Source: an optimization exercise on an open RTL-to-GDS flow (aim: small area). Production flows keep margins and buffers that such runs may drop. In this exercise RTL edits were held to simulation tests only and were not proved equivalent to the original. No activity file was given, so power comes from the tool's default toggle rates.

rev 12:
==> flow/design.v <==
module busmux #(
    parameter DATAW = 32
) (
    input  wire               i_clk,
    input  wire               i_rst,
    input  wire               i_stb,
    input  wire               i_we,
    input  wire [7:0]         i_addr,
    input  wire [(DATAW-1):0] i_data,
    output wire               o_ack,
    output wire [(DATAW-1):0] o_data,
    output wire               o_xor
);
    localparam NREG = 14;
    function automatic [(NREG-1):0] wsel(input [1:0] g, input [2:0] s);
        begin
            wsel[0]  = (g == 2'd0) && !s[0];
            wsel[1]  = (g == 2'd0) &&  s[0];
            wsel[2]  = (g == 2'd1) && (s[1:0] == 2'd0);
            wsel[3]  = (g == 2'd1) && (s[1:0] == 2'd1);
            wsel[4]  = (g == 2'd1) && (s[1:0] == 2'd2);
            wsel[5]  = (g == 2'd2) && (s[1:0] == 2'd0);
            wsel[6]  = (g == 2'd2) && (s[1:0] == 2'd1);
            wsel[7]  = (g == 2'd2) && (s[1:0] == 2'd2);
            wsel[8]  = (g == 2'd2) && (s[1:0] == 2'd3);
            wsel[9]  = (g == 2'd3) && (s == 3'd0);
            wsel[10] = (g == 2'd3) && (s == 3'd1);
            wsel[11] = (g == 2'd3) && (s == 3'd2);
            wsel[12] = (g == 2'd3) && (s == 3'd3);
            wsel[13] = (g == 2'd3) && (s == 3'd4);
        end
    endfunction
    function automatic [(NREG-1):0] rsel(input [2:0] g, input [2:0] s);
        reg g0, g1, g2, g3;
        begin
            g0 = (g == 3'd0);
            g1 = (g == 3'd1);
            g2 = (g == 3'd2);
            g3 = g[2] || (g[1:0] == 2'd3);
            rsel[0]  = g0 && !s[0];
            rsel[1]  = g0 &&  s[0];
            rsel[2]  = g1 && (s[1:0] == 2'd0);
            rsel[3]  = g1 && (s[1:0] == 2'd1);
            rsel[4]  = g1 &&  s[1];
            rsel[5]  = g2 && (s[1:0] == 2'd0);
            rsel[6]  = g2 && (s[1:0] == 2'd1);
            rsel[7]  = g2 && (s[1:0] == 2'd2);
            rsel[8]  = g2 && (s[1:0] == 2'd3);
            rsel[9]  = g3 && (s == 3'd0);
            rsel[10] = g3 && (s == 3'd1);
            rsel[11] = g3 && (s == 3'd2);
            rsel[12] = g3 && (s == 3'd3);
            rsel[13] = g3 && s[2];
        end
    endfunction
    reg               r_wreq;
    reg [1:0]         r_wgrp;
    reg               c_we;
    reg [1:0]         c_grp;
    reg [2:0]         c_slot;
    reg               c_rst;
    reg [(DATAW-1):0] c_data;    
    reg               ph;        
    reg [(NREG*DATAW-1):0] mem;
    reg [(NREG-1):0]       par;
    reg               r_stb;
    reg               r_ack;
    reg [(DATAW-1):0] r_data;
    assign o_ack  = r_ack;
    assign o_data = r_data;
    assign o_xor  = ^par;
    always @(posedge i_clk) begin
        r_wreq <= i_stb && i_we && !i_addr[6];
        r_wgrp <= i_addr[5:4];
        c_we   <= r_wreq;
        c_grp  <= r_wgrp;
        c_slot <= i_addr[2:0];
        c_rst  <= i_rst;
        c_data <= i_data ^ {DATAW{ph_d}};
    end
    wire ph_n = !c_rst && !ph;
    wire ph_d = !ph_n;
    always @(posedge i_clk) begin
        ph <= ph_n;
    end
    wire [(NREG-1):0] a_en  = i_rst ? {NREG{1'b1}} : (r_wreq ? wsel(r_wgrp, i_addr[2:0]) : {NREG{1'b0}});
    wire              a_par = ^i_data & !i_rst;
    wire [(NREG-1):0] par_d;
    genvar i;
    generate
        for (i = 0; i < NREG; i = i + 1) begin : g_par
            bm_hold #(.W(1)) u_par (
                .i_en  (a_en[i]),
                .i_enb (!a_en[i]),
                .i_d   (a_par),
                .i_q   (par[i]),
                .o_d   (par_d[i])
            );
        end
    endgenerate
    always @(posedge i_clk) begin
        par <= par_d;
    end
    wire [(NREG-1):0]      c_en = c_rst ? {NREG{1'b1}} : (c_we ? wsel(c_grp, c_slot) : {NREG{1'b0}});
    wire [(DATAW-1):0]     c_wn = ~c_data | {DATAW{c_rst}};
    wire [(NREG*DATAW-1):0] mem_d;
    generate
        for (i = 0; i < NREG; i = i + 1) begin : g_mem
            bm_tog #(.W(DATAW)) u_mem (
                .i_en  (c_en[i]),
                .i_enb (!c_en[i]),
                .i_dn  (c_wn),
                .i_q   (mem[i*DATAW +: DATAW]),
                .o_d   (mem_d[i*DATAW +: DATAW])
            );
        end
    endgenerate
    always @(posedge i_clk) begin
        mem <= mem_d;
    end
    wire [(DATAW-1):0] rd;
    bm_rmux #(.W(DATAW), .N(NREG)) u_rmux (
        .i_sel  (rsel(i_addr[6:4], c_slot)),
        .i_d    (mem),
        .o_d    (rd)
    );
    always @(posedge i_clk) begin
        r_data <= rd ^ {DATAW{ph}};
    end
    always @(posedge i_clk) begin
        r_stb <= i_stb;
        if (!r_ack)
            r_ack <= r_stb;
        else
            r_ack <= 1'b0;
    end
endmodule
module bm_hold #(
    parameter W = 32
) (
    input  wire           i_en,
    input  wire           i_enb,
    input  wire [(W-1):0] i_d,
    input  wire [(W-1):0] i_q,
    output wire [(W-1):0] o_d
);
    assign o_d = ({W{i_en}} & i_d) | ({W{i_enb}} & i_q);
endmodule
module bm_tog #(
    parameter W = 32
) (
    input  wire           i_en,
    input  wire           i_enb,
    input  wire [(W-1):0] i_dn,
    input  wire [(W-1):0] i_q,
    output wire [(W-1):0] o_d
);
    assign o_d = ~((i_q | {W{i_en}}) & (i_dn | {W{i_enb}}));
endmodule
module bm_rmux #(
    parameter W = 32,
    parameter N = 14
) (
    input  wire [(N-1):0]   i_sel,
    input  wire [(N*W-1):0] i_d,
    output reg  [(W-1):0]   o_d
);
    integer k;
    always @(*) begin
        o_d = {W{1'b0}};
        for (k = 0; k < N; k = k + 1)
            o_d = o_d | ({W{i_sel[k]}} & i_d[k*W +: W]);
    end
endmodule
export LEC_CHECK = 0
export CAP_MARGIN = 20
export CORE_MARGIN = 2
export CORE_UTILIZATION = 40
export CTS_CLUSTER_DIAMETER = 150
export CTS_CLUSTER_SIZE = 30
export SLEW_MARGIN = 20
export SYNTH_HIERARCHICAL = 1
create_clock -name core_clock -period 6.0 [get_ports {i_clk}]
standard.sh (not shown) runs the stock make flow with config.mk's settings and CLKGATE_MAP_FILE= SYNTH_SCRIPT=/design/flow/synth_recipe.tcl, a recipe that flattens the netlist after the stock synthesis.
==> flow/flow/run.sh <==
#!/bin/bash
set -euo pipefail
export BUFFER_PORTS_ARGS="-buffer_cell sky130_fd_sc_hd__buf_1"
bash standard.sh finish > orfs_make.log 2>&1
Relative to rev 12, the following input files were edited for rev 13:
-- flow/design.v --
<<< rev 12, line 59
    reg [1:0]         c_grp;
    reg [2:0]         c_slot;
    reg               c_rst;
    reg [(DATAW-1):0] c_data;    
    reg               ph;        
>>> rev 13, line 59
    reg [1:0]         c_grp;
    reg [2:0]         c_slot;
    reg               c_rstn;    
    reg [(DATAW-1):0] c_data;    
    reg               ph;        
<<< rev 12, line 76
        c_grp  <= r_wgrp;
        c_slot <= i_addr[2:0];
        c_rst  <= i_rst;
        c_data <= i_data ^ {DATAW{ph_d}};
    end
    wire ph_n = !c_rst && !ph;
    wire ph_d = !ph_n;
>>> rev 13, line 76
        c_grp  <= r_wgrp;
        c_slot <= i_addr[2:0];
        c_rstn <= !i_rst;
        c_data <= i_data ^ {DATAW{ph_d}};
    end
    wire c_rst = !c_rstn;
    wire ph_n = !c_rst && !ph;
    wire ph_d = !ph_n;
<<< rev 12, line 103
    end
    wire [(NREG-1):0]      c_en = c_rst ? {NREG{1'b1}} : (c_we ? wsel(c_grp, c_slot) : {NREG{1'b0}});
    wire [(DATAW-1):0]     c_wn = ~c_data | {DATAW{c_rst}};
    wire [(NREG*DATAW-1):0] mem_d;
    generate
>>> rev 13, line 104
    end
    wire [(NREG-1):0]      c_en = c_rst ? {NREG{1'b1}} : (c_we ? wsel(c_grp, c_slot) : {NREG{1'b0}});
    wire [(DATAW-1):0]     c_wn = ~(c_data & {DATAW{c_rstn}});
    wire [(NREG*DATAW-1):0] mem_d;
    generate
<<< rev 12, line 164
    input  wire [(N-1):0]   i_sel,
    input  wire [(N*W-1):0] i_d,
    output reg  [(W-1):0]   o_d
);
    integer k;
    always @(*) begin
        o_d = {W{1'b0}};
        for (k = 0; k < N; k = k + 1)
            o_d = o_d | ({W{i_sel[k]}} & i_d[k*W +: W]);
    end
endmodule
>>> rev 13, line 165
    input  wire [(N-1):0]   i_sel,
    input  wire [(N*W-1):0] i_d,
    output wire [(W-1):0]   o_d
);
    genvar b;
    generate
        for (b = 0; b < W; b = b + 1) begin : g_bit
            wire [4:0] n;
            bm_aoi222 u_n0 (.a0(i_sel[0]),  .b0(i_d[0*W+b]),  .a1(i_sel[1]),  .b1(i_d[1*W+b]),
                            .a2(i_sel[2]),  .b2(i_d[2*W+b]),  .y(n[0]));
            bm_aoi222 u_n1 (.a0(i_sel[3]),  .b0(i_d[3*W+b]),  .a1(i_sel[4]),  .b1(i_d[4*W+b]),
                            .a2(i_sel[5]),  .b2(i_d[5*W+b]),  .y(n[1]));
            bm_aoi222 u_n2 (.a0(i_sel[6]),  .b0(i_d[6*W+b]),  .a1(i_sel[7]),  .b1(i_d[7*W+b]),
                            .a2(i_sel[8]),  .b2(i_d[8*W+b]),  .y(n[2]));
            bm_aoi222 u_n3 (.a0(i_sel[9]),  .b0(i_d[9*W+b]),  .a1(i_sel[10]), .b1(i_d[10*W+b]),
                            .a2(i_sel[11]), .b2(i_d[11*W+b]), .y(n[3]));
            bm_nand4  u_n4 (.i_n(n[3:0]), .y(n[4]));
            bm_ao221  u_y  (.a0(i_sel[12]), .b0(i_d[12*W+b]), .a1(i_sel[13]), .b1(i_d[13*W+b]),
                            .c(n[4]), .y(o_d[b]));
        end
    endgenerate
endmodule
module bm_aoi222 (
    input  wire a0, b0, a1, b1, a2, b2,
    output wire y
);
    assign y = ~((a0 & b0) | (a1 & b1) | (a2 & b2));
endmodule
module bm_nand4 (
    input  wire [3:0] i_n,
    output wire       y
);
    assign y = ~&i_n;
endmodule
module bm_ao221 (
    input  wire a0, b0, a1, b1, c,
    output wire y
);
    assign y = (a0 & b0) | (a1 & b1) | c;
endmodule
==> comparison <==
- Going from rev 12 to rev 13, detailed-placement wirelength estimate dropped about 1.7%; global-route usage dropped 0.53 points; number of cell rows dropped 2; cell count dropped about 4.3%.
- Routed wire length improves in rev 13 relative to rev 12.
- Summary: switching power of the nets, rev 13 better than rev 12

## separate check: timing with driven ports
The results above use ideal ports. As a check the final layouts listed here were re-extracted and re-timed, cells and wires unchanged. Step 1 assumes that a clkbuf_16 drives the clock port and a buf_2 every other input. Step 2 also shifts input and output timing later by t, the mid clock arrival at the registers, as if the neighbouring blocks saw the same clock. a / b / c = no drivers / after step 1 / after step 2; a / b = the first two.
| run | shift t [ns] | setup WS [ns] | latest minus earliest clock arrival (ns) |
|---|---|---|---|
| rev 12 | 0.602 | 2.861 / 2.895 / 2.293 | 0.013 / 0.014 |
| rev 13 | 0.608 | 2.742 / 2.767 / 2.159 | 0.028 / 0.028 |
After both steps every run listed still meets setup and hold. For rev 13, which loses most, drivers alone change the setup slack by +0.025 ns; drivers and shift together by -0.583 ns.
